Context: an optimization exercise on an open-source flow, tuned for small area. The choices shown serve that exercise and are no tape-out recipe. Function was checked by simulation only, so behaviour that the tests miss may differ from the original. Power and IR drop assume default switching activity.

==> flow/design.v, too long to show whole: its modules and the start of the top module <==
// module mux8_16: 17 lines
// module mux8_1: 17 lines
// module mux4_16: 13 lines
// module fulladd16: 10 lines
// module rca: 18 lines
// module div_step: 13 lines
// module div_su: 75 lines
// module mult: 474 lines
// module rotate: 55 lines
// module rxr16: 29 lines
// module rxr8: 21 lines
// module alu: 73 lines
// module addsub: 37 lines
// module conv: 35 lines
// module muldiv: 62 lines
// module bitlog: 14 lines
// module shifts: 40 lines
// module othop: 31 lines
// module regrd: 38 lines
// module regfile: 67 lines
// module jmp_cond: 41 lines
// module exec: 87 lines
module exec (
    input [36-1:0] ir,
    input [15:0]  off,
    input [15:0]  imm,
    output [15:0] cs,
    output [15:0] ip,
    output        of,
    output        zf,
    output        cx_zero,
    input         clk,
    input         rst,
    input [15:0]  memout,
    output [15:0] wr_data,
    output [19:0] addr,
    output        we,
    output        m_io,
    output        byteop,
    input         block,
    output        div_exc,
    input         wrip0,
    output        ifl
  );
  // ...
==> flow/run.sh <==
#!/bin/bash
# synth_recipe.tcl (not shown) runs the flow's synth.tcl, then flattens the netlist and writes it again
# the make line also repeats each setting of config.mk as NAME=value (left out here)
make -C /OpenROAD-flow-scripts/flow DESIGN_CONFIG=/design/flow/config.mk WORK_HOME=/design/flow/orfs CLKGATE_MAP_FILE= SYNTH_SCRIPT=/design/flow/synth_recipe.tcl finish
==> flow/config.mk <==
export PLATFORM = sky130hd
export DESIGN_NAME = exec
export DESIGN_NICKNAME = exec
export VERILOG_FILES = /design/flow/design.v
export SDC_FILE = /design/flow/constraint.sdc
export NUM_CORES = 4
export LEC_CHECK = 0
export ABC_AREA = 1
export CAP_MARGIN = 40
export CORE_MARGIN = 2
export CORE_UTILIZATION = 35
export SLEW_MARGIN = 40
==> flow/constraint.sdc <==
create_clock -name core_clock -period 18.0 [get_ports {clk}]
set_input_delay 3.6000 -clock core_clock [delete_from_list [all_inputs] [get_ports {clk}]]
set_output_delay 3.6000 -clock core_clock [all_outputs]
set_load 0.01 [all_outputs]
==> metrics.cfg, run 1 <==
[status]
run_status=complete, no violations

[cells_and_area]
synthToLayoutAreaGrowth_pct=14.2
final_cells=10700
top_register=alu0.mul3.dut.dl
multiInputGateArea_sq_um=36900
drive_gt1_frac=0.0832
seq_share=0.334
flops_and_latches=1164
signal_buffers=381
nMultiInputCombCells=5400
multi_input_area_share=0.476

[floorplanning]
start_util=0.353
die_w_um=444

[global_route]
grt.met3_usage=0.0779
met1_usage=0.373

[drt]
wl_met3_um=33200
dr.first_iter.drc_count=7698
drc_errors=0
first_pass_iters=8

[pwr]
seqPwrFrac=0.233
top_power_group=combinational logic
power.switching_uw=8620

[min_path]
whs_path_depth=0
hold_path.class=register to register

[synthesis]
yosys.area.top_type=dfxtp_1
synthArstFlopShare=0
synth_commonest_cells=nand2_1, inv_1, dfxtp_1
seq_area_frac_synth=0.381
netlist_instances=7936
synthFlopType=dfxtp_1
yosys.area_share.xor_xnor=0.0768
synth_fp_nets=8626

[clock_tree]
clock_sinks=1164
cts_tree=built

[timing]
fin_worst_skew_ps=78.4
setup_viol=0
worst_pin_slew_ps=1060
min_period_ps=17460
hold_viol_final=0

[place]
placed_area_sq_um=73000
finalWeightedCongestion=1.09

[critical_path]
r2r_cells=46
slowest_delay_ps=740
crit_path_frequent_cell=nand2_1
cp_num_buf_inv=9

==> module rotate, before the edit <==
module rotate (
    input  [15:0] x,
    input  [ 4:0] y,
    input  [ 1:0] func,   
    input         cfi,
    input         word_op,
    output [15:0] out,
    output        cfo,
    input         ofi,
    output        ofo
  );
  wire [4:0] ror16, rol16, rcr16, rcl16, rot16;
  wire [3:0] ror8, rol8, rcr8, rcl8, rot8;
  wire [7:0] out8;
  wire [15:0] out16;
  wire co8, co16;
  wire unchanged;
  rxr8 rxr8_0 (
    .x  (x[7:0]),
    .ci (cfi),
    .y  (rot8),
    .e  (func[1]),
    .w  (out8),
    .co (co8)
  );
  rxr16 rxr16_0 (
    .x  (x),
    .ci (cfi),
    .y  (rot16),
    .e  (func[1]),
    .w  (out16),
    .co (co16)
  );
  assign unchanged = word_op ? (y==5'b0) : (y[3:0]==4'b0);
  assign ror16 = { 1'b0, y[3:0] };
  assign rol16 = { 1'b0, -y[3:0] };
  assign ror8  = { 1'b0, y[2:0] };
  assign rol8  = { 1'b0, -y[2:0] };
  assign rcr16 = (y <= 5'd16) ? y : { 1'b0, y[3:0] - 4'b1 };
  assign rcl16 = (y <= 5'd17) ? 5'd17 - y : 6'd34 - y;
  assign rcr8  = y[3:0] <= 4'd8 ? y[3:0] : { 1'b0, y[2:0] - 3'b1 };
  assign rcl8  = y[3:0] <= 4'd9 ? 4'd9 - y[3:0] : 5'd18 - y[3:0];
  assign rot8 = func[1] ? (func[0] ? rcl8 : rcr8 )
                        : (func[0] ? rol8 : ror8 );
  assign rot16 = func[1] ? (func[0] ? rcl16 : rcr16 )
                         : (func[0] ? rol16 : ror16 );
  assign out = word_op ? out16 : { x[15:8], out8 };
  assign cfo = unchanged ? cfi : (func[1] ? (word_op ? co16 : co8)
                                          : (func[0] ? out[0]
                                            : (word_op ? out[15] : out[7])));
  assign ofo = unchanged ? ofi : (func[0] ?  
                         (word_op ? cfo^out[15] : cfo^out[7])
                       :  
                         (word_op ? out[15]^out[14] : out[7]^out[6]));
endmodule
==> module alu, before the edit <==
module alu (
    input  [31:0] x,
    input  [15:0] y,
    output [31:0] out,
    input  [ 2:0] t,
    input  [ 2:0] func,
    input  [15:0] iflags,
    output [ 8:0] oflags,
    input         word_op,
    input  [15:0] seg,
    input  [15:0] off,
    input         clk,
    output        div_exc
  );
  wire [15:0] add, log, shi, rot;
  wire  [8:0] othflags;
  wire [19:0] oth;
  wire [31:0] cnv, mul;
  wire af_add, af_cnv;
  wire cf_cnv, cf_add, cf_mul, cf_log, cf_shi, cf_rot;
  wire of_cnv, of_add, of_mul, of_log, of_shi, of_rot;
  wire ofi, sfi, zfi, afi, pfi, cfi;
  wire ofo, sfo, zfo, afo, pfo, cfo;
  wire flags_unchanged;
  wire dexc;
  addsub add1 (x[15:0], y, add, func, word_op, cfi, cf_add, af_add, of_add);
  conv cnv2 (
    .x      (x[15:0]),
    .func   (func),
    .out    (cnv),
    .iflags ({afi, cfi}),
    .oflags ({af_cnv, of_cnv, cf_cnv})
  );
  muldiv mul3 (
    .x       (x),
    .y       (y),
    .o       (mul),
    .f       (func),
    .word_op (word_op),
    .cfo     (cf_mul),
    .ofo     (of_mul),
    .clk     (clk),
    .exc     (dexc)
  );
  bitlog log4 (x[15:0], y, log, func, cf_log, of_log);
  shifts shi5 (x[15:0], y[4:0], shi, func[1:0], word_op, cfi, ofi, cf_shi, of_shi);
  rotate rot6 (x[15:0], y[4:0], func[1:0], cfi, word_op, rot, cf_rot, ofi, of_rot);
  othop  oth7 (x[15:0], y, seg, off, iflags, func, word_op, oth, othflags);
  mux8_16 m0(t, {8'd0, y[7:0]}, add, cnv[15:0],
             mul[15:0], log, shi, rot, oth[15:0], out[15:0]);
  mux8_16 m1(t, 16'd0, 16'd0, cnv[31:16], mul[31:16],
             16'd0, 16'd0, 16'd0, {12'b0,oth[19:16]}, out[31:16]);
  mux8_1  a1(t, 1'b0, cf_add, cf_cnv, cf_mul, cf_log, cf_shi, cf_rot, 1'b0, cfo);
  mux8_1  a2(t, 1'b0, af_add, af_cnv, 1'b0, 1'b0, 1'b0, afi, 1'b0, afo);
  mux8_1  a3(t, 1'b0, of_add, of_cnv, of_mul, of_log, of_shi, of_rot, 1'b0, ofo);
  assign pfo = flags_unchanged ? pfi : ^~ out[7:0];
  assign zfo = flags_unchanged ? zfi
             : ((word_op && (t!=3'd2)) ? ~|out[15:0] : ~|out[7:0]);
  assign sfo = flags_unchanged ? sfi
             : ((word_op && (t!=3'd2)) ? out[15] : out[7]);
  assign oflags = (t == 3'd7) ? othflags 
                 : { ofo, iflags[10:8], sfo, zfo, afo, pfo, cfo };
  assign ofi = iflags[11];
  assign sfi = iflags[7];
  assign zfi = iflags[6];
  assign afi = iflags[4];
  assign pfi = iflags[2];
  assign cfi = iflags[0];
  assign flags_unchanged = (t == 3'd4 && func == 3'd2
                         || t == 3'd5 && y[4:0] == 5'h0
                         || t == 3'd6);
  assign div_exc = func[1] && (t==3'd3) && dexc;
endmodule
==> module othop, before the edit <==
module othop (x, y, seg, off, iflags, func, word_op, out, oflags);
  input [15:0] x, y, off, seg, iflags;
  input [2:0] func;
  input word_op;
  output [19:0] out;
  output [8:0] oflags;
  wire [15:0] deff, deff2, outf, clcm, setf, intf, strf;
  wire [19:0] dcmp, dcmp2; 
  wire dfi;
  mux8_16 m0(func, dcmp[15:0], dcmp2[15:0], deff, outf, clcm, setf, 
                   intf, strf, out[15:0]);
  assign out[19:16] = func ? dcmp2[19:16] : dcmp[19:16];
  assign dcmp  = (seg << 4) + deff;
  assign dcmp2 = (seg << 4) + deff2;
  assign deff  = x + y + off;
  assign deff2 = x + y + off + 16'd2;
  assign outf  = y;
  assign clcm  = y[2] ? (y[1] ?   {iflags[15:1], 1'b0} 
                         :   {iflags[15:11], 1'b0, iflags[9:0]})
                     : (y[1] ?   {iflags[15:10], 1'b0, iflags[8:0]}
                       :   {iflags[15:1], ~iflags[0]});
  assign setf  = y[2] ? (y[1] ?   {iflags[15:1], 1'b1} 
                         :   {iflags[15:11], 1'b1, iflags[9:0]})
                     : (y[1] ?   {iflags[15:10], 1'b1, iflags[8:0]}
                       :   iflags);
  assign intf = {iflags[15:10], 2'b0, iflags[7:0]};
  assign dfi  = iflags[10];
  assign strf = dfi ? (x - y) : (x + y);
  assign oflags = word_op ? { out[11:6], out[4], out[2], out[0] }
                           : { iflags[11:8], out[7:6], out[4], out[2], out[0] };
endmodule
==> run 2: changes to the inputs <==
--- a/flow/design.v
+++ b/flow/design.v
@@ -643,5 +643,6 @@
     input  [15:0] x,
     input  [ 4:0] y,
-    input  [ 1:0] func,   
+    input  [ 1:0] func,
+    input         rot,
     input         cfi,
     input         word_op,
@@ -651,97 +652,57 @@
     output        ofo
   );
-  wire [4:0] ror16, rol16, rcr16, rcl16, rot16;
-  wire [3:0] ror8, rol8, rcr8, rcl8, rot8;
-  wire [7:0] out8;
-  wire [15:0] out16;
-  wire co8, co16;
-  wire unchanged;
-  rxr8 rxr8_0 (
-    .x  (x[7:0]),
-    .ci (cfi),
-    .y  (rot8),
-    .e  (func[1]),
-    .w  (out8),
-    .co (co8)
-  );
-  rxr16 rxr16_0 (
-    .x  (x),
-    .ci (cfi),
-    .y  (rot16),
-    .e  (func[1]),
-    .w  (out16),
-    .co (co16)
-  );
-  assign unchanged = word_op ? (y==5'b0) : (y[3:0]==4'b0);
-  assign ror16 = { 1'b0, y[3:0] };
-  assign rol16 = { 1'b0, -y[3:0] };
-  assign ror8  = { 1'b0, y[2:0] };
-  assign rol8  = { 1'b0, -y[2:0] };
-  assign rcr16 = (y <= 5'd16) ? y : { 1'b0, y[3:0] - 4'b1 };
-  assign rcl16 = (y <= 5'd17) ? 5'd17 - y : 6'd34 - y;
-  assign rcr8  = y[3:0] <= 4'd8 ? y[3:0] : { 1'b0, y[2:0] - 3'b1 };
-  assign rcl8  = y[3:0] <= 4'd9 ? 4'd9 - y[3:0] : 5'd18 - y[3:0];
-  assign rot8 = func[1] ? (func[0] ? rcl8 : rcr8 )
-                        : (func[0] ? rol8 : ror8 );
-  assign rot16 = func[1] ? (func[0] ? rcl16 : rcr16 )
-                         : (func[0] ? rol16 : ror16 );
-  assign out = word_op ? out16 : { x[15:8], out8 };
-  assign cfo = unchanged ? cfi : (func[1] ? (word_op ? co16 : co8)
-                                          : (func[0] ? out[0]
-                                            : (word_op ? out[15] : out[7])));
-  assign ofo = unchanged ? ofi : (func[0] ?  
-                         (word_op ? cfo^out[15] : cfo^out[7])
-                       :  
-                         (word_op ? out[15]^out[14] : out[7]^out[6]));
-endmodule
-module rxr16 (
-    input      [15:0] x,
-    input             ci,
-    input      [ 4:0] y,
-    input             e,
-    output reg [15:0] w,
-    output reg        co
-  );
-  always @(x or ci or y or e)
-    case (y)
-      default: {co,w} <= {ci,x};
-      5'd01: {co,w} <= e ? {x[0], ci, x[15:1]} : {ci, x[0], x[15:1]};
-      5'd02: {co,w} <= e ? {x[ 1:0], ci, x[15: 2]} : {ci, x[ 1:0], x[15: 2]};
-      5'd03: {co,w} <= e ? {x[ 2:0], ci, x[15: 3]} : {ci, x[ 2:0], x[15: 3]};
-      5'd04: {co,w} <= e ? {x[ 3:0], ci, x[15: 4]} : {ci, x[ 3:0], x[15: 4]};
-      5'd05: {co,w} <= e ? {x[ 4:0], ci, x[15: 5]} : {ci, x[ 4:0], x[15: 5]};
-      5'd06: {co,w} <= e ? {x[ 5:0], ci, x[15: 6]} : {ci, x[ 5:0], x[15: 6]};
-      5'd07: {co,w} <= e ? {x[ 6:0], ci, x[15: 7]} : {ci, x[ 6:0], x[15: 7]};
-      5'd08: {co,w} <= e ? {x[ 7:0], ci, x[15: 8]} : {ci, x[ 7:0], x[15: 8]};
-      5'd09: {co,w} <= e ? {x[ 8:0], ci, x[15: 9]} : {ci, x[ 8:0], x[15: 9]};
-      5'd10: {co,w} <= e ? {x[ 9:0], ci, x[15:10]} : {ci, x[ 9:0], x[15:10]};
-      5'd11: {co,w} <= e ? {x[10:0], ci, x[15:11]} : {ci, x[10:0], x[15:11]};
-      5'd12: {co,w} <= e ? {x[11:0], ci, x[15:12]} : {ci, x[11:0], x[15:12]};
-      5'd13: {co,w} <= e ? {x[12:0], ci, x[15:13]} : {ci, x[12:0], x[15:13]};
-      5'd14: {co,w} <= e ? {x[13:0], ci, x[15:14]} : {ci, x[13:0], x[15:14]};
-      5'd15: {co,w} <= e ? {x[14:0], ci, x[15]} : {ci, x[14:0], x[15]};
-      5'd16: {co,w} <= {x,ci};
-    endcase
-endmodule
-module rxr8 (
-    input      [7:0] x,
-    input            ci,
-    input      [3:0] y,
-    input            e,
-    output reg [7:0] w,
-    output reg       co
-  );
-  always @(x or ci or y or e)
-    case (y)
-      default: {co,w} <= {ci,x};
-      5'd01: {co,w} <= e ? {x[0], ci, x[7:1]} : {ci, x[0], x[7:1]};
-      5'd02: {co,w} <= e ? {x[1:0], ci, x[7:2]} : {ci, x[1:0], x[7:2]};
-      5'd03: {co,w} <= e ? {x[2:0], ci, x[7:3]} : {ci, x[2:0], x[7:3]};
-      5'd04: {co,w} <= e ? {x[3:0], ci, x[7:4]} : {ci, x[3:0], x[7:4]};
-      5'd05: {co,w} <= e ? {x[4:0], ci, x[7:5]} : {ci, x[4:0], x[7:5]};
-      5'd06: {co,w} <= e ? {x[5:0], ci, x[7:6]} : {ci, x[5:0], x[7:6]};
-      5'd07: {co,w} <= e ? {x[6:0], ci, x[7]} : {ci, x[6:0], x[7]};
-      5'd08: {co,w} <= {x,ci};
-    endcase
+  wire        w   = word_op;
+  wire [ 4:0] n   = y;
+  wire        sl  = ~rot & (func == 2'b00);
+  wire        sar = ~rot & (func == 2'b01);
+  wire        shr = ~rot & func[1];
+  wire        rox = rot & ~func[1];
+  wire        rcx = rot & func[1];
+  wire        nle16 = (n <= 5'd16);
+  wire        fill  = w ? (x[15] | ~nle16) : (x[7] | (n > 5'd8));
+  wire [15:0] xs    = x & {16{nle16}};
+  reg  [34:0] f;
+  always @* begin
+    f = 35'd0;
+    if (sl)
+      f[32:17] = w ? xs : {8'h00, xs[7:0]};
+    else if (w) begin
+      f[16:1] = x;
+      if (sar)      f[34:17] = {18{fill}};
+      else if (rox) f[32:17] = x;
+      else if (rcx) f[34:17] = {cfi, x, cfi};
+    end else begin
+      f[8:1] = x[7:0];
+      if (sar)      f[34:9]  = {26{fill}};
+      else if (rox) f[16:9]  = x[7:0];
+      else if (rcx) f[18:9]  = {cfi, x[7:0], cfi};
+    end
+  end
+  wire [4:0] k17 = nle16 ? n : n - 5'd17;
+  wire [3:0] k9  = (n[3:0] <= 4'd8) ? n[3:0] : n[3:0] - 4'd9;
+  reg  [4:0] a;
+  always @*
+    if (sl)       a = 5'd16 - n;
+    else if (rox) a = w ? (func[0] ? 5'd16 - n[3:0] : {1'b0, n[3:0]})
+                        : (func[0] ? 5'd8 - n[2:0] : {2'b0, n[2:0]});
+    else if (rcx) a = w ? (func[0] ? 5'd17 - k17 : k17)
+                        : (func[0] ? 5'd9 - k9 : {1'b0, k9});
+    else          a = (n > 5'd17) ? 5'd17 : n;
+  wire [34:0] sh = f >> a;
+  wire [17:0] r  = sh[17:0];
+  wire zero = ~rot & (func == 2'b11);
+  assign out = zero ? 16'h0000
+             : (w ? r[16:1]
+                  : (rot ? {x[15:8], r[8:1]}
+                         : {{8{sar & r[8]}}, r[8:1]}));
+  wire unchanged = w ? (n == 5'd0) : (n[3:0] == 4'd0);
+  wire cl  = w ? r[17] : r[9];                   
+  wire cr  = rot ? (func[1] ? cl : (func[0] ? out[0] : (w ? out[15] : out[7])))
+                 : (sl ? cl : r[0]);
+  assign cfo = unchanged ? cfi : cr;
+  wire hi  = w ? out[15] : out[7];
+  wire ofs = func[1] ? (w ? x[15] : x[7]) : (func[0] ? 1'b0 : (hi != cfo));
+  wire ofr = func[0] ? (cfo ^ hi) : (w ? out[15] ^ out[14] : out[7] ^ out[6]);
+  assign ofo = unchanged ? ofi : (rot ? ofr : ofs);
 endmodule
 `timescale 1ns/10ps
@@ -771,5 +732,6 @@
   wire flags_unchanged;
   wire dexc;
-  addsub add1 (x[15:0], y, add, func, word_op, cfi, cf_add, af_add, of_add);
+  wire [2:0] func_add = (t == 3'd7) ? {iflags[10], 2'b01} : func;
+  addsub add1 (x[15:0], y, add, func_add, word_op, cfi, cf_add, af_add, of_add);
   conv cnv2 (
     .x      (x[15:0]),
@@ -791,7 +753,9 @@
   );
   bitlog log4 (x[15:0], y, log, func, cf_log, of_log);
-  shifts shi5 (x[15:0], y[4:0], shi, func[1:0], word_op, cfi, ofi, cf_shi, of_shi);
-  rotate rot6 (x[15:0], y[4:0], func[1:0], cfi, word_op, rot, cf_rot, ofi, of_rot);
-  othop  oth7 (x[15:0], y, seg, off, iflags, func, word_op, oth, othflags);
+  rotate rot6 (x[15:0], y[4:0], func[1:0], t[1], cfi, word_op, rot, cf_rot, ofi, of_rot);
+  assign shi    = rot;
+  assign cf_shi = cf_rot;
+  assign of_shi = of_rot;
+  othop  oth7 (x[15:0], y, seg, off, iflags, func, word_op, add, oth, othflags);
   mux8_16 m0(t, {8'd0, y[7:0]}, add, cnv[15:0],
              mul[15:0], log, shi, rot, oth[15:0], out[15:0]);
@@ -967,60 +931,19 @@
   assign ofo = 1'b0;
 endmodule
-module shifts(x, y, out, func, word_op, cfi, ofi, cfo, ofo);
-  input  [15:0] x;
-  input  [ 4:0] y;
-  input   [1:0] func;
-  input         word_op;
-  output [15:0] out;
-  output        cfo, ofo;
-  input         cfi, ofi;
-  wire [15:0] sal, sar, shr, sal16, sar16, shr16;
-  wire [7:0]  sal8, sar8, shr8;
-  wire ofo_shl, ofo_sar, ofo_shr;
-  wire cfo_sal8, cfo_sal16, cfo_sar8, cfo_sar16, cfo_shr8, cfo_shr16;
-  wire cfo16, cfo8;
-  wire unchanged;
-  mux4_16 m0(func, sal, sar, shr, 16'd0, out);
-  assign { cfo_sal16, sal16 } = x << y;
-  assign { sar16, cfo_sar16 } = (y > 5'd16) ? 17'h1ffff
-    : (({x,1'b0} >> y) | (x[15] ? (17'h1ffff << (17 - y))
-                                     : 17'h0));
-  assign { shr16, cfo_shr16 } = ({x,1'b0} >> y);
-  assign { cfo_sal8, sal8 } = x[7:0] << y;
-  assign { sar8, cfo_sar8 } = (y > 5'd8) ? 9'h1ff
-    : (({x[7:0],1'b0} >> y) | (x[7] ? (9'h1ff << (9 - y))
-                                         : 9'h0));
-  assign { shr8, cfo_shr8 } = ({x[7:0],1'b0} >> y);
-  assign sal     = word_op ? sal16 : { 8'd0, sal8 };
-  assign shr     = word_op ? shr16 : { 8'd0, shr8 };
-  assign sar     = word_op ? sar16 : { {8{sar8[7]}}, sar8 };
-  assign ofo = unchanged ? ofi
-             : (func[1] ? ofo_shr : (func[0] ? ofo_sar : ofo_shl));
-  assign cfo16 = func[1] ? cfo_shr16
-               : (func[0] ? cfo_sar16 : cfo_sal16);
-  assign cfo8  = func[1] ? cfo_shr8
-               : (func[0] ? cfo_sar8 : cfo_sal8);
-  assign cfo = unchanged ? cfi : (word_op ? cfo16 : cfo8);
-  assign ofo_shl = word_op ? (out[15] != cfo) : (out[7] != cfo);
-  assign ofo_sar = 1'b0;
-  assign ofo_shr = word_op ? x[15] : x[7];
-  assign unchanged = word_op ? (y==5'b0) : (y[3:0]==4'b0);
-endmodule
-module othop (x, y, seg, off, iflags, func, word_op, out, oflags);
-  input [15:0] x, y, off, seg, iflags;
+module othop (x, y, seg, off, iflags, func, word_op, strf, out, oflags);
+  input [15:0] x, y, off, seg, iflags, strf;
   input [2:0] func;
   input word_op;
   output [19:0] out;
   output [8:0] oflags;
-  wire [15:0] deff, deff2, outf, clcm, setf, intf, strf;
-  wire [19:0] dcmp, dcmp2; 
-  wire dfi;
-  mux8_16 m0(func, dcmp[15:0], dcmp2[15:0], deff, outf, clcm, setf, 
+  wire [15:0] deff, deff2, da, outf, clcm, setf, intf;
+  wire [19:0] dcmp;
+  mux8_16 m0(func, dcmp[15:0], dcmp[15:0], deff, outf, clcm, setf,
                    intf, strf, out[15:0]);
-  assign out[19:16] = func ? dcmp2[19:16] : dcmp[19:16];
-  assign dcmp  = (seg << 4) + deff;
-  assign dcmp2 = (seg << 4) + deff2;
+  assign out[19:16] = dcmp[19:16];
   assign deff  = x + y + off;
-  assign deff2 = x + y + off + 16'd2;
+  assign deff2 = deff + 16'd2;
+  assign da    = (func == 3'd0) ? deff : deff2;
+  assign dcmp  = {seg, 4'h0} + {4'h0, da};
   assign outf  = y;
   assign clcm  = y[2] ? (y[1] ?   {iflags[15:1], 1'b0} 
@@ -1033,6 +956,4 @@
                        :   iflags);
   assign intf = {iflags[15:10], 2'b0, iflags[7:0]};
-  assign dfi  = iflags[10];
-  assign strf = dfi ? (x - y) : (x + y);
   assign oflags = word_op ? { out[11:6], out[4], out[2], out[0] }
                            : { iflags[11:8], out[7:6], out[4], out[2], out[0] };
--- a/flow/config.mk
+++ b/flow/config.mk
@@ -7,6 +7,6 @@
 export LEC_CHECK = 0
 export ABC_AREA = 1
-export CAP_MARGIN = 40
+export CAP_MARGIN = 20
 export CORE_MARGIN = 2
-export CORE_UTILIZATION = 35
-export SLEW_MARGIN = 40
+export CORE_UTILIZATION = 45
+export SLEW_MARGIN = 20
==> run 2 against run 1 <==
Compared with the run above: area after synthesis decreased by 6.8%; hold slack improved by 5.1 ps; sequential share of layout area is 2.2 points higher; cell area shrank 6.2%; sequential cell count unchanged; synthesized cell count down 12%; non-clock buffer count increased by 105; final cell count is 14% lower; count of clock-buffer cells in the layout decreased by 1; largest power group unchanged; highest routed layer unchanged.
==> metrics.cfg, run 2 <==
[clock_tree]
hold_buffers=0
clkTransAtPathRegs_ps=60
cts.path.max_buffers=3
cts_setup_buffers=0
root_buffer=clkbuf_16
h-tree-depth=3
worstSkewPairLatency_ps=800
numCtsBuffers=116
cts_resized=0
cts_tree=built
clock_sinks=1164  ; unchanged

[global_route]
grt_pass1_vias=50900
grt_pass1_wl_um=384000
grt.overflow.total=0
grt_usage=0.382
antenna_found_initial=15
grt_max_degree=59

[synthesis]
yosysTopAreaCellShare=0.287
synth_mux_area_frac=0.000514
synth-simple-area-share=0.143
yosys_warnings=8
synthTopCellsByArea=dfxtp_1, fa_1, edfxtp_1
synthFlopType=dfxtp_1
synth_seq_cells=1164
synth_commonest_cells=nand2_1, dfxtp_1, inv_1
synth_top_family_by_area=adder cells
synth_edf_count=256
netlist_area_sq_um=63300
yosys.area_share.xor_xnor=0.0811  ; +0.00435
netlist_instances=6948  ; -12%
synth_compound_area_frac=0.127
synth_adder_area_share=0.165
synth_fp_nets=7622  ; -12%
yosys.area.top_type=dfxtp_1
synthArstFlopShare=0  ; unchanged
seq_area_frac_synth=0.409  ; +0.0280
synth_most_common_cell=nand2_1
syn_avg_cell_area_sq_um=9.10
synth_cell_type_count=69

[pwr]
internal-power_uw=10600
p_leak_uw=0.0313
pwr_density_cell_nw_per_um2=271
ir_worst_vdd_uv=327
clock_power_share=0.131
combPwrFrac=0.639
seqPwrFrac=0.230  ; -0.003
switching_share=0.463
power.switching_uw=9120  ; +5.8%

[critical_path]
slowest_delay_ps=960  ; +220 ps
critPathArrivalTime_ps=13570
r2r_slack_ps=2260
end_kind=output port
reg2reg_to=alu0.mul3.dut.st[10].r.w[33]
start_kind=input port
cpMaxStageDelayCell=nor4_2
crit_start=ir[9]
crit_path_max_fanout=12
crit_path_frequent_cell=nand2_1
r2r_start=alu0.mul3.dut.st[8].r.w[34]
r2r_cells=42  ; -8.7%
cp.required_ps=14400
crit_type=input port to output port

[floorplanning]
core-area_sq_um=140000
io-pin-count=164
die_height_um=379
placement_rows=137
start_util=0.453  ; +0.101
die_w_um=379  ; -15%
dieArea_sq_um=144000

[cells_and_area]
largest_reg_flops=385
most-common-layout-cells=nand2_1, dfxtp_1, inv_1
seq_area_sq_um=25900
drive_gt1_frac=0.0996  ; +0.0164
top_register=alu0.mul3.dut.dl
nNetsFinal=7934
synthToLayoutAreaGrowth_pct=14.9
final.fill_count=13100
multiInputGateArea_sq_um=32900  ; -11%
largest_registers=alu0.mul3.dut.dl (385), alu0.mul3.dut.st.r.w (280), reg0.r (256)
final_common_cell=nand2_1

[drt]
avgRoutedWirePerCell_um=30.0
drt-vias-per-instance=5.81
drc_errors=0  ; unchanged
first_pass_iters=8  ; unchanged
dr.first_iter.drc_count=7210  ; -6.3%
drt_wl_total_um=277000
vias=53700
detail-route-antenna-nets=0

[min_path]
whs_path_depth=0  ; unchanged
hp-start=alu0.mul3.dut.iz[3]
hold_path.class=register to register
min_to=alu0.mul3.dut.st[2].r.w[5]

[status]
run_status=complete, no violations

[timing]
worst_pin_slew_ps=1370  ; +316 ps
hold_viol_final=0  ; unchanged
slew_violations=0
rsz0062_at_grt=no
max_slew_margin=0.0761
min_period_ps=17170  ; -289 ps
setup_viol=0  ; unchanged
setup_tns_ps=0
fin_worst_skew_ps=94.5  ; +16.1 ps
hold_ws_ps=283
fmax_mhz=58.2
finalCritPeriodShare=0.954

[place]
portBuffers=158
finalWeightedCongestion=1.14  ; +3.7%
place_hpwl_um=218000

[job]
max-cap-violations=0

run 2: cell types whose count changed in the layout (fill, tap and decap cells not counted), moves of 58 or more:
cell / change
buf_4: +103
nand2_1: -273
nand3_1: -59
o21ai_0: -58
o22ai_1: -74
nor2_1: -110
inv_1: -143
run 2: metal layers:
layer / share of wire / up-vias / global-route usage
li1: - / 23700 / -
met1: 0.42 / 26200 / 0.524
met2: 0.40 / 3244 / 0.538
met3: 0.12 / 590 / 0.122
met4: 0.059 / 8 / 0.188
met5: 0.00018 / - / 0
run 2: worst max-delay path by stage:
stage	depth (start not counted)	end	slack [ps]
floorplan	47	alu0.mul3.dut.st[14].r.w[0]	2870
global placement	44	cx_zero	1300
detailed placement	44	cx_zero	1260
CTS	48	cx_zero	1170
global route	49	cx_zero	440
finish	41	cx_zero	830
run 2: worst max-delay path, delay by kind of cell:
family / cells / cell delay, ps
simple gates: 17 / 4180
xor+xnor: 1 / 300
compound gates: 12 / 2090
fa+ha+maj: 3 / 1140
buf+inv: 8 / 2230
run 2: through the flow:
step	instances	cell area (sq um)	utilization	worst slack, ps	power (uW)
final	9246	72700	0.521	826	19700
after CTS	9235	72600	0.521	1170	19800
after detailed placement	9016	68500	0.491	1260	17200
after global placement	9014	68500	0.491	1300	17000
after global routing	9237	72700	0.521	437	21600
after floorplan	6948	63300	-	2870	12600
run 2: cell families after synthesis:
kind of cell,count (synthesis)
DFF,1164
AOI/OAI and AO/OA,1322
and+or+nand+nor,2104
xor gates and xnor gates,585
buffers and inverters,1184
adders and majority gates,586
muxes,3
run 2: area by class of cell:
cell class | count | area share
well taps | 1876 | 0.0323
flip-flops and latches | 1164 | 0.356
multi-input cells | 4600 | 0.453
repair buffers | 486 | 0.0557
diodes | 9 | 0.000310
inverters | 892 | 0.0461
clock buffers | 150 | 0.0448
clock inverters | 69 | 0.0121
run 2: power groups by stage:
stage	Clock, uW	Combinational, uW	Sequential, uW
finish	2570	12600	4540
global route	2710	14300	4620
CTS	2610	12700	4550
detailed placement	0	12600	4570
global placement	0	12400	4580
floorplan	0	8360	4290
==> module div_su, before the edit <==
module div_su (
    input         clk,
    input  [31:0] x,
    input  [15:0] y,
    input         f0,        
    input         f2,        
    input         word_op,
    output [15:0] q,
    output [15:0] s,
    output        div0,
    output        ovfc0,     
    output        ovfc1      
  );
  localparam K = 2;              
  localparam NR = 16 / K;        
  localparam L = 19 - NR;        
  wire        zs = ~f2 & f0 & (word_op ? x[31] : x[15]);
  wire [31:0] zv = f2 ? {24'h0, x[7:0]}
                 : (word_op ? x : {{16{f0 & x[15]}}, x[15:0]});
  wire        ds = f0 & (word_op ? y[15] : y[7]);
  wire [15:0] dv = word_op ? y : {{8{ds}}, y[7:0]};
  reg  [31:0] iz;
  reg  [15:0] id;
  reg         rzs, rqs;
  always @(posedge clk) begin
    iz  <= zs ? -zv : zv;
    id  <= ds ? -dv : dv;
    rzs <= zs;
    rqs <= zs ^ ds;
  end
  wire iovf = ~({2'b00, iz[31:17]} < {1'b0, id});
  wire [34:0] wc [1:17];
  wire [34:0] wi [0:17];
  wire [15:0] di [0:17];
  wire [ 2:0] fi [0:17];    
  assign wi[0] = {3'b000, iz};
  assign di[0] = id;
  assign fi[0] = {rzs, rqs, iovf};
  genvar k;
  generate
    for (k = 1; k <= 17; k = k + 1) begin : st
      div_step u (.wi(wi[k-1]), .d(di[k-1]), .wo(wc[k]));
      if (k % K == 0 && k < 17) begin : r
        reg [34:0] w;
        reg [15:0] d;
        reg [ 2:0] f;
        always @(posedge clk) begin
          w <= wc[k];
          d <= di[k-1];
          f <= fi[k-1];
        end
        assign wi[k] = w;
        assign di[k] = d;
        assign fi[k] = f;
      end else begin : c
        assign wi[k] = wc[k];
        assign di[k] = di[k-1];
        assign fi[k] = fi[k-1];
      end
    end
  endgenerate
  wire [17:0] h17 = wi[17][34:17];
  wire [16:0] uq  = wi[17][16:0];
  wire [16:0] us  = h17[16:0] + (h17[17] ? {1'b0, di[17]} : 17'd0);
  wire [17:0] sq  = fi[17][1] ? -{1'b0, uq} : {1'b0, uq};
  wire [15:0] ss  = fi[17][2] ? -us[15:0] : us[15:0];
  wire        ov  = fi[17][0];
  wire        dz  = ~|di[17];
  wire        c0  = ov | (sq[17:16] == 2'b00);
  wire        c1  = ov | (sq[17:16] == 2'b11);
  reg [35*L-1:0] dl;
  always @(posedge clk)
    dl <= {dl[35*L-36:0], sq[15:0], ss, dz, c0, c1};
  assign {q, s, div0, ovfc0, ovfc1} = dl[35*L-1:35*L-35];
endmodule
==> module conv, before the edit <==
module conv (
    input  [15:0] x,
    input  [ 2:0] func,
    output [31:0] out,
    input  [ 1:0] iflags,  
    output [ 2:0] oflags   
  );
  wire        afi, cfi;
  wire        ofo, afo, cfo;
  wire [15:0] aaa, aas;
  wire [ 7:0] daa, tmpdaa, das, tmpdas;
  wire [15:0] cbw, cwd;
  wire        acond, dcond;
  wire        tmpcf;
  mux8_16 m0(func, cbw, aaa, aas, 16'd0,
                   cwd, {x[15:8], daa}, {x[15:8], das}, 16'd0, out[15:0]);
  assign aaa = (acond ? (x + 16'h0106) : x) & 16'hff0f;
  assign aas = (acond ? (x - 16'h0106) : x) & 16'hff0f;
  assign tmpdaa = acond ? (x[7:0] + 8'h06) : x[7:0];
  assign daa    = dcond ? (tmpdaa + 8'h60) : tmpdaa;
  assign tmpdas = acond ? (x[7:0] - 8'h06) : x[7:0];
  assign das    = dcond ? (tmpdas - 8'h60) : tmpdas;
  assign               cbw   = { { 8{x[ 7]}}, x[7:0] };
  assign { out[31:16], cwd } = { {16{x[15]}}, x      };
  assign acond = ((x[7:0] & 8'h0f) > 8'h09) | afi;
  assign dcond = (x[7:0] > 8'h99) | cfi;
  assign afi = iflags[1];
  assign cfi = iflags[0];
  assign afo = acond;
  assign ofo = 1'b0;
  assign tmpcf = (x[7:0] < 8'h06) | cfi;
  assign cfo = func[2] ? (dcond ? 1'b1 : (acond & tmpcf))
             : acond;
  assign oflags = { afo, ofo, cfo };
endmodule
==> module regfile, before the edit <==
module regfile (
    output [15:0] a,
    output [15:0] b,
    output [15:0] c,
    output [15:0] cs,
    output [15:0] ip,
    input  [31:0] d,
    output [15:0] s,
    output reg [8:0] flags,
    input         wr,
    input         wrfl,
    input         wrhi,
    input         clk,
    input         rst,
    input  [ 3:0] addr_a,
    input  [ 3:0] addr_b,
    input  [ 3:0] addr_c,
    input  [ 3:0] addr_d,
    input  [ 1:0] addr_s,
    input  [ 8:0] iflags,
    input         word_op,
    input         a_byte,
    input         b_byte,
    input         c_byte,
    output        cx_zero,
    input         wr_ip0
  );
  reg  [15:0] r [0:15];
  wire [255:0] rv;
  genvar i;
  generate
    for (i = 0; i < 16; i = i + 1) begin : v
      assign rv[16*i+15:16*i] = r[i];
    end
  endgenerate
  regrd pa (.r(rv), .addr(addr_a), .byte_(a_byte), .o(a));
  regrd pb (.r(rv), .addr(addr_b), .byte_(b_byte), .o(b));
  regrd pc (.r(rv), .addr(addr_c), .byte_(c_byte), .o(c));
  assign s  = r[{2'b10,addr_s}];
  assign cs = r[9];
  assign ip = r[15];
  assign cx_zero = (addr_d==4'd1) ? (d==16'd0) : (r[1]==16'd0);
  wire        full  = word_op | (addr_d[3:2] == 2'b10);   
  wire        bhi   = ~word_op & (addr_d[3:2] == 2'b01);  
  wire [ 7:0] hd    = word_op ? d[15:8] : (bhi ? d[7:0] : {8{d[7]}});
  wire [ 7:0] lo_d  = rst ? 8'h00 : d[7:0];
  wire [ 7:0] hi_d  = rst ? 8'h00 : hd;
  wire [15:0] dec   = 16'h1 << addr_d;
  wire [15:0] wlo   = {16{wr & ~bhi}} & dec;
  wire [15:0] whi   = {16{wr}} & (({16{full}} & dec) | {12'h000, {4{bhi}} & dec[7:4]});
  integer n;
  always @(posedge clk) begin
    for (n = 0; n < 16; n = n + 1) begin
      if (rst | wlo[n]) r[n][7:0]  <= lo_d;
      if (rst | whi[n]) r[n][15:8] <= hi_d;
    end
    if (rst | wlo[9])  r[9][7:0]   <= lo_d;
    if (rst | whi[9])  r[9][15:8]  <= {hd[7:4] | {4{rst}}, hi_d[3:0]};
    if (rst | wlo[15]) r[15][7:0]  <= {lo_d[7:4] | {4{rst}}, lo_d[3:0]};
    if (rst | whi[15]) r[15][15:8] <= hd | {8{rst}};
    if (~rst & wrhi)   r[2]  <= d[31:16];
    if (~rst & wr_ip0) r[14] <= r[15];
  end
  always @(posedge clk)
    if (rst) flags <= 9'd0;
    else if (wrfl) flags <= iflags;
endmodule
==> run 3: changes to the inputs <==
--- a/flow/design.v
+++ b/flow/design.v
@@ -132,13 +132,13 @@
       div_step u (.wi(wi[k-1]), .d(di[k-1]), .wo(wc[k]));
       if (k % K == 0 && k < 17) begin : r
-        reg [34:0] w;
+        reg [33:0] w;
         reg [15:0] d;
         reg [ 2:0] f;
         always @(posedge clk) begin
-          w <= wc[k];
+          w <= wc[k][34:1];
           d <= di[k-1];
           f <= fi[k-1];
         end
-        assign wi[k] = w;
+        assign wi[k] = {w, ~w[33]};
         assign di[k] = d;
         assign fi[k] = f;
@@ -689,6 +689,9 @@
                         : (func[0] ? 5'd9 - k9 : {1'b0, k9});
     else          a = (n > 5'd17) ? 5'd17 : n;
-  wire [34:0] sh = f >> a;
-  wire [17:0] r  = sh[17:0];
+  wire [32:0] s16 = a[4] ? {14'd0, f[34:16]} : f[32:0];
+  wire [24:0] s8  = a[3] ? s16[32:8] : s16[24:0];
+  wire [20:0] s4  = a[2] ? s8[24:4]  : s8[20:0];
+  wire [18:0] s2  = a[1] ? s4[20:2]  : s4[18:0];
+  wire [17:0] r   = a[0] ? s2[18:1]  : s2[17:0];
   wire zero = ~rot & (func == 2'b11);
   assign out = zero ? 16'h0000
@@ -732,9 +735,14 @@
   wire flags_unchanged;
   wire dexc;
-  wire [2:0] func_add = (t == 3'd7) ? {iflags[10], 2'b01} : func;
-  addsub add1 (x[15:0], y, add, func_add, word_op, cfi, cf_add, af_add, of_add);
+  wire [15:0] cnv_k;
+  wire [ 2:0] func_add = (t == 3'd7) ? {iflags[10], 2'b01}
+                       : ((t == 3'd2) ? {func[1], 2'b01} : func);
+  wire [15:0] y_add    = (t == 3'd2) ? cnv_k : y;
+  addsub add1 (x[15:0], y_add, add, func_add, word_op, cfi, cf_add, af_add, of_add);
   conv cnv2 (
     .x      (x[15:0]),
     .func   (func),
+    .sum    (add),
+    .k      (cnv_k),
     .out    (cnv),
     .iflags ({afi, cfi}),
@@ -823,4 +831,6 @@
     input  [15:0] x,
     input  [ 2:0] func,
+    input  [15:0] sum,     
+    output [15:0] k,
     output [31:0] out,
     input  [ 1:0] iflags,  
@@ -829,17 +839,13 @@
   wire        afi, cfi;
   wire        ofo, afo, cfo;
-  wire [15:0] aaa, aas;
-  wire [ 7:0] daa, tmpdaa, das, tmpdas;
-  wire [15:0] cbw, cwd;
+  wire [15:0] aaa, daa, cbw, cwd;
   wire        acond, dcond;
   wire        tmpcf;
-  mux8_16 m0(func, cbw, aaa, aas, 16'd0,
-                   cwd, {x[15:8], daa}, {x[15:8], das}, 16'd0, out[15:0]);
-  assign aaa = (acond ? (x + 16'h0106) : x) & 16'hff0f;
-  assign aas = (acond ? (x - 16'h0106) : x) & 16'hff0f;
-  assign tmpdaa = acond ? (x[7:0] + 8'h06) : x[7:0];
-  assign daa    = dcond ? (tmpdaa + 8'h60) : tmpdaa;
-  assign tmpdas = acond ? (x[7:0] - 8'h06) : x[7:0];
-  assign das    = dcond ? (tmpdas - 8'h60) : tmpdas;
+  mux8_16 m0(func, cbw, aaa, aaa, 16'd0,
+                   cwd, daa, daa, 16'd0, out[15:0]);
+  assign k   = func[2] ? {9'h000, dcond, dcond, 2'b00, acond, acond, 1'b0}
+                       : {7'h00, acond, 5'h00, acond, acond, 1'b0};
+  assign aaa = sum & 16'hff0f;
+  assign daa = {x[15:8], sum[7:0]};
   assign               cbw   = { { 8{x[ 7]}}, x[7:0] };
   assign { out[31:16], cwd } = { {16{x[15]}}, x      };
@@ -1025,10 +1031,10 @@
     input         wr_ip0
   );
-  reg  [15:0] r [0:15];
+  reg  [15:0] rn [0:15];    
   wire [255:0] rv;
   genvar i;
   generate
     for (i = 0; i < 16; i = i + 1) begin : v
-      assign rv[16*i+15:16*i] = r[i];
+      assign rv[16*i+15:16*i] = ~rn[i];
     end
   endgenerate
@@ -1036,8 +1042,8 @@
   regrd pb (.r(rv), .addr(addr_b), .byte_(b_byte), .o(b));
   regrd pc (.r(rv), .addr(addr_c), .byte_(c_byte), .o(c));
-  assign s  = r[{2'b10,addr_s}];
-  assign cs = r[9];
-  assign ip = r[15];
-  assign cx_zero = (addr_d==4'd1) ? (d==16'd0) : (r[1]==16'd0);
+  assign s  = ~rn[{2'b10,addr_s}];
+  assign cs = ~rn[9];
+  assign ip = ~rn[15];
+  assign cx_zero = (addr_d==4'd1) ? (d==16'd0) : (rn[1]==16'hffff);
   wire        full  = word_op | (addr_d[3:2] == 2'b10);   
   wire        bhi   = ~word_op & (addr_d[3:2] == 2'b01);  
@@ -1051,13 +1057,13 @@
   always @(posedge clk) begin
     for (n = 0; n < 16; n = n + 1) begin
-      if (rst | wlo[n]) r[n][7:0]  <= lo_d;
-      if (rst | whi[n]) r[n][15:8] <= hi_d;
+      if (rst | wlo[n]) rn[n][7:0]  <= ~lo_d;
+      if (rst | whi[n]) rn[n][15:8] <= ~hi_d;
     end
-    if (rst | wlo[9])  r[9][7:0]   <= lo_d;
-    if (rst | whi[9])  r[9][15:8]  <= {hd[7:4] | {4{rst}}, hi_d[3:0]};
-    if (rst | wlo[15]) r[15][7:0]  <= {lo_d[7:4] | {4{rst}}, lo_d[3:0]};
-    if (rst | whi[15]) r[15][15:8] <= hd | {8{rst}};
-    if (~rst & wrhi)   r[2]  <= d[31:16];
-    if (~rst & wr_ip0) r[14] <= r[15];
+    if (rst | wlo[9])  rn[9][7:0]   <= ~lo_d;
+    if (rst | whi[9])  rn[9][15:8]  <= ~{hd[7:4] | {4{rst}}, hi_d[3:0]};
+    if (rst | wlo[15]) rn[15][7:0]  <= ~{lo_d[7:4] | {4{rst}}, lo_d[3:0]};
+    if (rst | whi[15]) rn[15][15:8] <= ~(hd | {8{rst}});
+    if (~rst & wrhi)   rn[2]  <= ~d[31:16];
+    if (~rst & wr_ip0) rn[14] <= rn[15];
   end
   always @(posedge clk)
--- a/flow/config.mk
+++ b/flow/config.mk
@@ -10,3 +10,6 @@
 export CORE_MARGIN = 2
 export CORE_UTILIZATION = 45
+export CTS_CLUSTER_DIAMETER = 80
+export CTS_CLUSTER_SIZE = 22
+export GPL_TIMING_DRIVEN = 0
 export SLEW_MARGIN = 20
==> run 3 against run 2 <==
Compared with the run above: power is 12% lower; final cell count is 6.2% lower; via count is 3.0% lower; critical path depth is 4 higher; die area is 2.8% lower; count of clock-buffer cells in the layout is 67 lower; synthesized cell count is 5.4% lower; area after synthesis is 2.8% lower; sequential cell count is 8 lower; wire length is 0.33% lower; critical path type unchanged.
==> metrics.cfg, run 3 <==
[drt]
drc_errors=0  ; unchanged
first_pass_iters=7  ; -1
dr.first_iter.drc_count=6559  ; -9.0%
drt_wl_total_um=276000  ; -0.33%
vias=52100  ; -3.0%
drt-vias-per-instance=6.00  ; +3.4%
detail-route-antenna-nets=0  ; unchanged
avgRoutedWirePerCell_um=31.9  ; +6.2%

[synthesis]
synthTopCellsByArea=dfxtp_1, fa_1, edfxtp_1
yosys_warnings=8  ; unchanged
synth_commonest_cells=nand2_1, dfxtp_1, inv_1
synthFlopType=dfxtp_1
seq_area_frac_synth=0.418  ; +0.00937
yosysTopAreaCellShare=0.293  ; +0.00581
synth_most_common_cell=nand2_1
yosys.area.top_type=dfxtp_1
synth_seq_cells=1156  ; -0.69%
netlist_area_sq_um=61500  ; -2.8%
synth_fp_nets=7241  ; -5.0%
synth_cell_type_count=73  ; +5.8%
synthArstFlopShare=0  ; unchanged
syn_avg_cell_area_sq_um=9.35  ; +2.7%
synth_edf_count=256  ; unchanged
netlist_instances=6570  ; -5.4%

[critical_path]
start_kind=input port
critPathArrivalTime_ps=14140  ; +570 ps
crit_path_max_fanout=10  ; -2
end_kind=output port
slowest_delay_ps=760  ; -200 ps
r2r_cells=40  ; -4.8%
crit_type=input port to output port
cp.required_ps=14400  ; about the same
cpMaxStageDelayCell=clkdlybuf4s50_1

[cells_and_area]
nNetsFinal=7516  ; -5.3%
top_register=alu0.mul3.dut.dl
drive_gt1_frac=0.0603  ; -0.0393
largest_reg_flops=385  ; unchanged
largest_registers=alu0.mul3.dut.dl (385), alu0.mul3.dut.st.r.w (272), reg0.rn (256)
final_common_cell=nand2_1
most-common-layout-cells=nand2_1, dfxtp_1, inv_1
synthToLayoutAreaGrowth_pct=11.4

[place]
finalWeightedCongestion=1.03  ; -9.1%
place_hpwl_um=223000  ; +2.0%
portBuffers=153  ; -3.2%

[timing]
max_slew_margin=0.144  ; +0.0684
worst_pin_slew_ps=1280  ; -88.0 ps
fin_worst_skew_ps=95.7  ; +1.20 ps
hold_viol_final=0  ; unchanged
finalCritPeriodShare=0.986  ; +0.0316
setup_viol=0  ; unchanged
min_period_ps=17740  ; +569 ps
slew_violations=0  ; unchanged
fmax_mhz=56.4  ; -3.2%
setup_tns_ps=0  ; unchanged

[clock_tree]
clock_sinks=1156  ; -0.69%
cts.path.max_buffers=3  ; unchanged
root_buffer=clkbuf_16
hold_buffers=0  ; unchanged
worstSkewPairLatency_ps=730  ; -70 ps
numCtsBuffers=76  ; -34%
cts_tree=built
clkTransAtPathRegs_ps=90  ; +30 ps
h-tree-depth=3  ; unchanged

[floorplanning]
die_height_um=374  ; -1.4%
placement_rows=135  ; -1.5%
core-area_sq_um=135000  ; -2.9%
start_util=0.454  ; about the same
io-pin-count=164  ; unchanged
dieArea_sq_um=140000  ; -2.8%
die_w_um=374  ; -1.4%

[pwr]
p_leak_uw=0.0285  ; -9.1%
ir_worst_vdd_uv=993  ; +200%
pwr_density_cell_nw_per_um2=254  ; -6.3%
fin_total_pwr_uw=17400  ; -12%

[min_path]
whs_path_depth=0  ; unchanged
hold_path.class=register to register

[global_route]
grt.overflow.total=0  ; unchanged
grt_usage=0.386  ; +0.00469
grt_max_degree=24  ; -59%
grt_pass1_vias=50600  ; -0.58%
grt_pass1_wl_um=381000  ; -0.93%
antenna_found_initial=15  ; unchanged

[status]
run_status=complete, no violations

[job]
max-cap-violations=0  ; unchanged

## run 3: path summary, 6_finish.rpt
| kind | start | end | slack, ps |
|---|---|---|---|
| max reg2reg | alu0.mul3.dut.st[8].r.w[33] | alu0.mul3.dut.st[10].r.w[33] | 880 |
| max | ir[34] | cx_zero | 260 |
| min | alu0.mul3.dut.dl[62] | alu0.mul3.dut.dl[97] | 260 |
| min reg2reg | alu0.mul3.dut.dl[62] | alu0.mul3.dut.dl[97] | 260 |
## run 3: routing by layer
layer,vias up,GRT usage,part of all wire
met1,25500,0.503,0.39
met3,796,0.0969,0.11
met4,12,0.231,0.074
met5,-,0,0.00029
li1,22600,-,-
met2,3166,0.581,0.43
## run 3: area by class of cell
cell class / instances / area, sq um
Inverter: 771 / 2900
Sequential cell: 1156 / 25700
Fill cell: 12800 / 67000
Antenna cell: 8 / 20.0
Multi-Input combinational cell: 4389 / 32200
Clock inverter: 36 / 523
Buffer: 249 / 1060
Tap cell: 1781 / 2230
Timing Repair Buffer: 202 / 1910
Clock buffer: 83 / 1950
## run 3: power by group
| group | total [uW] | switching, uW | internal, uW |
|---|---|---|---|
| Combinational | 11100 | 6570 | 4550 |
| Clock | 1830 | 975 | 853 |
| Sequential | 4450 | 513 | 3940 |
## run 3: logic make-up (layout without fill, tap and decap cells)
family | count (synthesis) | count (layout) | synth area share
compound gates | 1181 | 1181 | 0.119
xor+xnor | 578 | 578 | 0.0824
fa+ha+maj | 583 | 583 | 0.169
buf+inv | 1026 | 1341 | 0.0641
flops | 1156 | 1156 | 0.418
mux | 7 | 7 | 0.00118
other cells | 0 | 8 | 0
simple gates | 2039 | 2040 | 0.146
## run 3: what timing repair did
| action | CTS | global route |
|---|---|---|
| setup endpoints to repair | 2 | 3 |
| gates cloned | 0 | 1 |
| gates resized for setup | 14 | 46 |
| pin swaps | 0 | 5 |
| setup buffers | 0 | 12 |
## run 3: worst max-delay path: cells and delay by family
kind	cells	cell delay, ps
buf+inv	10	3480
compound gates	11	2010
simple gates	19	3030
xor+xnor	2	740
fa+ha+maj	3	1230
## run 3: metrics by stage
stage / instances / util / instance area, sq um / worst slack, ps / hold slack, ps
detailed placement: 8540 / 0.485 / 65700 / -713 / 312
CTS: 8655 / 0.504 / 68200 / 0.277 / 258
floorplan: 6570 / - / 61500 / 2030 / 310
global placement: 8504 / 0.481 / 65200 / -1060 / 310
global route: 8667 / 0.505 / 68400 / -13.7 / 273
finish: 8675 / 0.505 / 68500 / 257 / 255
==> run 4: changes to the inputs <==
==> flow/flow/run.sh (new file) <==
#!/bin/bash
# The standard layout (the standard.sh, standard synthesis unchanged),
# with smaller port buffers and a clock tree built without dummy loads.
# ORFS writes each step's log under orfs/logs; make's own output goes to
# make_flow.log.
set -euo pipefail
export BUFFER_PORTS_ARGS="-buffer_cell sky130_fd_sc_hd__buf_2"
export CTS_ARGS="-sink_clustering_enable -repair_clock_nets -dont_use_dummy_load -sink_clustering_size 22 -sink_clustering_max_diameter 80"
bash standard.sh finish > make_flow.log 2>&1
==> flow/standard.sh (new file) <==
#!/bin/bash
# synth_recipe.tcl (not shown) runs the flow's synth.tcl, then flattens the netlist and writes it again
# the make line also repeats each setting of config.mk as NAME=value (left out here)
make -C /OpenROAD-flow-scripts/flow DESIGN_CONFIG=/design/flow/config.mk WORK_HOME=/design/flow/orfs CLKGATE_MAP_FILE= SYNTH_SCRIPT=/design/flow/synth_recipe.tcl "${@:-finish}"
removed: flow/run.sh
==> run 4 against run 3 <==
Compared with the run above: still clean; via count decreased by 0.20%; area after synthesis unchanged; sequential cell count unchanged; critical path type is now input port to register; largest power group unchanged; highest routed layer unchanged.
==> metrics.cfg, run 4 <==
[timing]
finalCritPeriodShare=0.986  ; about the same
min_period_ps=17740  ; -1.28 ps
worst_pin_slew_ps=1260  ; -22.8 ps
hold_ws_ps=241  ; -14.3 ps
slew_violations=0  ; unchanged
setup_viol=0  ; unchanged
hold_viol_final=0  ; unchanged
fmax_mhz=56.4  ; about the same
fin_worst_skew_ps=138  ; +42.6 ps
setup_tns_ps=0  ; unchanged
rsz0062_at_grt=no
max_slew_margin=0.152  ; +0.00745

[min_path]
min_to=alu0.mul3.dut.dl[312]
hp-start=alu0.mul3.dut.dl[277]
whs_path_depth=0  ; unchanged
hold_path.class=register to register

[synthesis]
synth_compound_area_frac=0.119  ; unchanged
synth-simple-area-share=0.146  ; unchanged
synth_mux_area_frac=0.00118  ; unchanged
synth_cell_type_count=73  ; unchanged
yosys_warnings=8  ; unchanged
netlist_instances=6570  ; unchanged
synth_fp_nets=7241  ; unchanged
netlist_area_sq_um=61500  ; unchanged
yosys.area_share.xor_xnor=0.0824  ; unchanged
synth_commonest_cells=nand2_1, dfxtp_1, inv_1
syn_avg_cell_area_sq_um=9.35  ; unchanged
synthFlopType=dfxtp_1
seq_area_frac_synth=0.418  ; unchanged
synth_adder_area_share=0.169  ; unchanged
synth_most_common_cell=nand2_1
yosys.area.top_type=dfxtp_1
yosysTopAreaCellShare=0.293  ; unchanged
synth_edf_count=256  ; unchanged
synth_seq_cells=1156  ; unchanged
synthArstFlopShare=0  ; unchanged
synthTopCellsByArea=dfxtp_1, fa_1, edfxtp_1
synth_top_family_by_area=adder cells

[drt]
vias=52000  ; -0.20%
drt_wl_total_um=277000  ; +0.32%
first_pass_iters=7  ; unchanged
drt-vias-per-instance=6.02  ; +0.31%
drc_errors=0  ; unchanged
avgRoutedWirePerCell_um=32.1  ; +0.84%
detail-route-antenna-nets=0  ; unchanged
dr.first_iter.drc_count=7064  ; +7.7%

[critical_path]
cp_num_buf_inv=12  ; +2
slowest_delay_ps=920  ; +160 ps
critPathArrivalTime_ps=18290  ; +4150 ps
r2r_cells=43  ; +7.5%
crit_type=input port to register
critical_path.top_delay_family=adder cells
r2r_start=alu0.mul3.dut.st[2].r.w[33]
cpMaxStageDelayCell=clkdlybuf4s15_1
crit_path_frequent_cell=fa_1
crit_path_max_fanout=13  ; +3
r2r_slack_ps=940  ; +60 ps
end_kind=register
reg2reg_to=alu0.mul3.dut.st[4].r.w[33]
start_kind=input port
cp.required_ps=18550  ; +4150 ps

[clock_tree]
cts.path.max_buffers=3  ; unchanged
root_buffer=clkbuf_16
clkTransAtPathRegs_ps=90  ; about the same
worstSkewPairLatency_ps=710  ; -20 ps
hold_buffers=0  ; unchanged
cts_tree=built
clock_sinks=1156  ; unchanged
h-tree-depth=3  ; unchanged
numCtsBuffers=78  ; +2.6%

[status]
run_status=complete, no violations

[cells_and_area]
drive_gt1_frac=0.0740  ; +0.0137
nNetsFinal=7515  ; -0.013%
most-common-layout-cells=nand2_1, dfxtp_1, inv_1
top_register=alu0.mul3.dut.dl
multiInputGateArea_sq_um=32100  ; -0.23%
largest_registers=alu0.mul3.dut.dl (385), alu0.mul3.dut.st.r.w (272), reg0.rn (256)
largest_reg_flops=385  ; unchanged
final_cells=8631  ; -0.51%
fin_area_sq_um=67100  ; -2.0%
final.fill_count=12800  ; +0.18%
fin_util=0.495  ; -0.0100
final_common_cell=nand2_1
seq_area_sq_um=25700  ; unchanged
synthToLayoutAreaGrowth_pct=9.20

[pwr]
p_leak_uw=0.0282  ; -0.89%
pwr_density_cell_nw_per_um2=258  ; +1.7%
ir_worst_vdd_uv=571  ; -42%

[floorplanning]
dieArea_sq_um=140000  ; unchanged
core-area_sq_um=135000  ; unchanged
die_w_um=374  ; unchanged
start_util=0.454  ; unchanged
die_height_um=374  ; unchanged
io-pin-count=164  ; unchanged
placement_rows=135  ; unchanged

[global_route]
antenna_found_initial=30  ; +15
grt_pass1_vias=50400  ; -0.42%
grt.overflow.total=0  ; unchanged
grt_pass1_wl_um=384000  ; +0.74%
grt_max_degree=23  ; -4.2%
grt_usage=0.390  ; +0.00414

[place]
place_hpwl_um=223000  ; +0.11%
finalWeightedCongestion=1.06  ; +2.8%
placed_area_sq_um=65100  ; -0.96%
portBuffers=153  ; unchanged
post-place-cells=8544  ; +0.047%

[job]
max-cap-violations=0  ; unchanged

[run 4: cell counts after synthesis]
Identical to the previous run, type by type.
[run 4: logic make-up after synthesis]
logic type,Yosys count
adder cells (fa/ha/maj),583
flip-flops,1156
multiplexers,7
AND/OR/NAND/NOR,2039
buffers and inverters,1026
XOR/XNOR,578
AO/OA/AOI/OAI,1181
[run 4: final cells by class]
| class | instances | area share |
|---|---|---|
| repair buffers | 194 | 0.0169 |
| plain buffers | 255 | 0.0159 |
| multi-input cells | 4388 | 0.478 |
| inverters | 771 | 0.0431 |
| flip-flops and latches | 1156 | 0.383 |
| well taps | 1781 | 0.0332 |
| diodes | 8 | 0.000298 |
| clock buffers | 78 | 0.0291 |
[run 4: report_power, final]
| group | switching, uW | leakage [uW] | total [uW] | internal (uW) |
|---|---|---|---|---|
| Combinational | 6750 | 0.0174 | 11300 | 4530 |
| Sequential | 527 | 0.00984 | 4470 | 3940 |
| Clock | 841 | 0.000961 | 1610 | 765 |
[run 4: worst max-delay path by stage]
stage          slack (ps)                        start  cells after the start                     endpoint
4_1_cts               170                        ir[2]                     51    alu0.mul3.signmul17.p[31]
5_1_grt                 2                        ir[5]                     45                      cx_zero
2_1_floorplan        2030  alu0.mul3.dut.st[2].r.w[33]                     43  alu0.mul3.dut.st[4].r.w[33]
3_3_place_gp        -1050                        ir[2]                     51    alu0.mul3.signmul17.p[31]
3_5_place_dp         -520                        ir[2]                     51    alu0.mul3.signmul17.p[31]
6_report              260                        ir[2]                     51    alu0.mul3.signmul17.p[31]
[run 4: worst register-to-register path, delay by kind of cell (launching register included)]
kind	cells	cell delay, ps
buffers and inverters	4	1790
adder cells (fa/ha/maj)	32	13350
XOR/XNOR	5	900
flip-flops	1	310
AND/OR/NAND/NOR	2	650
[run 4: stage by stage]
step                      setup slack [ps]  power (uW)
after CTS                              174       17600
after detailed placement              -523       15900
after floorplan                       2030       12200
after global placement               -1050       15600
after global routing                  2.30       19300
final                                  258       17300
[run 4: layer usage]
layer / track usage / part of all wire / wire (um) / vias up
li1: - / - / - / 22500
met1: 0.511 / 0.40 / 110000 / 25400
met2: 0.575 / 0.42 / 116000 / 3281
met3: 0.103 / 0.11 / 29700 / 768
met4: 0.243 / 0.075 / 20700 / 14
met5: 0 / 0.00032 / 88 / -
[run 4: what timing repair did]
| action | in CTS | in global routing |
|---|---|---|
| buffers inserted | 0 | 0 |
| resized for setup | 0 | 4 |
| endpoints found under the setup margin | 0 | 4 |
==> module bitlog, before the edit <==
module bitlog(x, y, out, func, cfo, ofo);
  input  [15:0] x, y;
  input  [2:0]  func;
  output [15:0] out;
  output        cfo, ofo;
  wire [15:0] and_n, or_n, not_n, xor_n;
  mux8_16 m0(func, and_n, or_n, not_n, xor_n, 16'd0, 16'd0, 16'd0, 16'd0, out);
  assign and_n  = x & y;
  assign or_n   = x | y;
  assign not_n  = ~x;
  assign xor_n  = x ^ y;
  assign cfo = 1'b0;
  assign ofo = 1'b0;
endmodule
==> run 5: changes to the inputs <==
--- a/flow/design.v
+++ b/flow/design.v
@@ -152,5 +152,7 @@
   wire [17:0] h17 = wi[17][34:17];
   wire [16:0] uq  = wi[17][16:0];
-  wire [16:0] us  = h17[16:0] + (h17[17] ? {1'b0, di[17]} : 17'd0);
+  wire [16:0] us;
+  wire        usc;
+  rca #(17) rst (.x(h17[16:0]), .y({1'b0, di[17] & {16{h17[17]}}}), .ci(1'b0), .z(us), .co(usc));
   wire [17:0] sq  = fi[17][1] ? -{1'b0, uq} : {1'b0, uq};
   wire [15:0] ss  = fi[17][2] ? -us[15:0] : us[15:0];
@@ -928,10 +930,13 @@
   output [15:0] out;
   output        cfo, ofo;
-  wire [15:0] and_n, or_n, not_n, xor_n;
-  mux8_16 m0(func, and_n, or_n, not_n, xor_n, 16'd0, 16'd0, 16'd0, 16'd0, out);
-  assign and_n  = x & y;
-  assign or_n   = x | y;
-  assign not_n  = ~x;
-  assign xor_n  = x ^ y;
+  wire [3:0] k = func[2] ? 4'b0000
+               : (func[1] ? (func[0] ? 4'b0110 : 4'b0011)
+                          : (func[0] ? 4'b1110 : 4'b1000));
+  genvar i;
+  generate
+    for (i = 0; i < 16; i = i + 1) begin : b
+      assign out[i] = x[i] ? (y[i] ? k[3] : k[2]) : (y[i] ? k[1] : k[0]);
+    end
+  endgenerate
   assign cfo = 1'b0;
   assign ofo = 1'b0;
==> run 5 against run 4 <==
Compared with the run above: now fails the layout checks on setup timing; worst setup slack lost 350 ps; clock skew fell by 17 ps; core utilization hardly changed; non-clock buffer count is 10 lower; fmax shrank 1.9%; final cell count fell by 2.3%; critical path type is now input port to output port; register-to-register slack better by 130 ps; via count shrank 1.3%.
==> metrics.cfg, run 5 <==
[synthesis]
yosysTopAreaCellShare=0.298  ; +0.00527
synth_compound_area_frac=0.122  ; +0.00311
syn_avg_cell_area_sq_um=9.46  ; +1.1%
seq_area_frac_synth=0.426  ; +0.00752
synth_seq_cells=1156  ; unchanged
synth_cell_type_count=66  ; -9.6%
synth_top_family_by_area=adder cells
synth_most_common_cell=dfxtp_1
yosys_warnings=8  ; unchanged
synthTopCellsByArea=dfxtp_1, fa_1, edfxtp_1
synth_adder_area_share=0.167  ; -0.00219

[global_route]
grt.overflow.total=0  ; unchanged
grt_pass1_wl_um=371000  ; -3.4%
grt_pass1_vias=49000  ; -2.8%
grt_usage=0.386  ; -0.00405

[timing]
worst_pin_slew_ps=1350  ; +93.5 ps
fmax_mhz=55.3  ; -1.9%
finalCritPeriodShare=1.00  ; +0.0192
rsz0062_at_grt=yes
setup_ws_ps=-87.4  ; -346 ps
fin_worst_skew_ps=121  ; -17.3 ps
slew_violations=0  ; unchanged
hold_viol_final=0  ; unchanged
setup_viol=1  ; +1

[cells_and_area]
fin_area_sq_um=66000  ; -1.6%
nNetsFinal=7293  ; -3.0%
synthToLayoutAreaGrowth_pct=9.37
drive_gt1_frac=0.0759  ; +0.00195
final_common_cell=dfxtp_1
multiInputGateArea_sq_um=31000  ; -3.3%
final.fill_count=12700  ; -0.97%
largest_registers=alu0.mul3.dut.dl (385), alu0.mul3.dut.st.r.w (272), reg0.rn (256)
largest_reg_flops=385  ; unchanged
seq_area_sq_um=25700  ; unchanged

[place]
place_hpwl_um=216000  ; -3.0%
finalWeightedCongestion=1.13  ; +6.1%
post-place-cells=8348  ; -2.3%
portBuffers=157  ; +2.6%
placed_area_sq_um=64000  ; -1.7%

[min_path]
hp-start=alu0.mul3.dut.iz[7]
whs_path_depth=0  ; unchanged
hold_path.class=register to register

[floorplanning]
die_height_um=370  ; -0.88%
start_util=0.453  ; -0.000729
placement_rows=134  ; -0.74%
die_w_um=370  ; -0.88%

[critical_path]
cp.required_ps=14400  ; -4150 ps
critPathArrivalTime_ps=14490  ; -3800 ps
cpMaxStageDelayCell=o311ai_1
end_kind=output port
r2r_cells=43  ; unchanged
crit_path_max_fanout=12  ; -1
crit_type=input port to output port
r2r_slack_ps=1070  ; +130 ps
start_kind=input port
crit_start=ir[5]
reg2reg_to=alu0.mul3.dut.st[12].r.w[33]

[clock_tree]
root_buffer=clkbuf_16
cts_tree=built
h-tree-depth=3  ; unchanged
worstSkewPairLatency_ps=730  ; +20 ps
clock_sinks=1156  ; unchanged
cts.path.max_buffers=3  ; unchanged

[pwr]
pwr_density_cell_nw_per_um2=262  ; +1.2%
ir_worst_vdd_uv=833  ; +46%

[drt]
avgRoutedWirePerCell_um=31.9  ; -0.72%
drc_errors=0  ; unchanged
drt_wl_total_um=269000  ; -3.0%

[status]
so_faults=setup timing
run_status=finished with violations

[job]
max-cap-violations=0  ; unchanged

run 5: changes by cell type in the layout (fill, tap and decap cells not counted), moves of 13 or more:
| cell | before | now |
|---|---|---|
| nand2_1 | 919 | 819 |
| a21oi_1 | 174 | 236 |
| ha_1 | 171 | 125 |
| nor2_1 | 439 | 405 |
| nand3_1 | 371 | 342 |
| o21ai_0 | 224 | 197 |
| o22ai_1 | 469 | 444 |
| clkbuf_1 | 180 | 160 |
| o211ai_1 | 27 | 46 |
| o2111ai_1 | 37 | 19 |
| o21ai_1 | 40 | 55 |
| clkbuf_2 | 7 | 21 |
| xor2_1 | 322 | 308 |
| fa_1 | 412 | 425 |
run 5: area by class of cell:
type,instances,share of cell area
sequential,1156,0.389
multi-input combinational,4190,0.470
inverter,792,0.0452
antenna,13,0.000493
tap,1768,0.0335
timing repair buffer,199,0.0172
buffer,240,0.0154
clock buffer,76,0.0288
run 5: layer usage:
metal / up-vias / track usage / part of all wire
met5: - / 0 / 0.00029
met4: 12 / 0.199 / 0.065
met3: 786 / 0.145 / 0.13
met2: 3505 / 0.522 / 0.39
met1: 25100 / 0.534 / 0.41
li1: 21900 / - / -
run 5: worst max path at each step:
stage,end,cells after the start
after floorplan,alu0.mul3.dut.st[12].r.w[33],43
after global routing,cx_zero,50
final,cx_zero,38
after detailed placement,cx_zero,39
after global placement,cx_zero,48
after CTS,cx_zero,48
run 5: power by group:
| part | total, uW | switching (uW) | internal, uW |
|---|---|---|---|
| registers | 4460 | 530 | 3930 |
| clock network | 1600 | 851 | 746 |
| logic | 11200 | 6650 | 4570 |
| total | 17300 | 8030 | 9240 |
run 5: worst max-delay path, delay by kind of cell:
kind / cells / cell delay, ps
simple gates: 16 / 3440
compound gates: 9 / 3440
buf+inv: 9 / 2820
fa+ha+maj: 2 / 760
xor+xnor: 2 / 340
run 5: through the flow:
stage	utilization	power [uW]	TNS (ps)	setup WS (ps)
finish	0.495	17300	-87.4	-87.4
global route	0.495	19000	-13.6	-13.6
CTS	0.494	17400	0	21.8
detailed placement	0.480	15800	-2830	-884
global placement	0.475	15500	-11710	-1560
floorplan	-	11900	0	2060
run 5: what timing repair did:
item                                    CTS  global route
gates resized for setup                   8            33
endpoints found under the setup margin    2             4
pin swaps                                 0             1
cloned                                    0             0
run 5: cell families after synthesis:
family,count (synthesis)
flops,1156
xor+xnor,572
simple gates,1860
mux,8
buf+inv,1036
compound gates,1200
fa+ha+maj,550

Re-timed with assumed drivers on the ports (clkbuf_16 on the clock, buf_2 on other inputs), run 5 has -0.109 ns of setup slack against -0.087 ns with ideal ports, and -0.638 ns once port delays also move by the mid clock arrival of 0.749 ns.
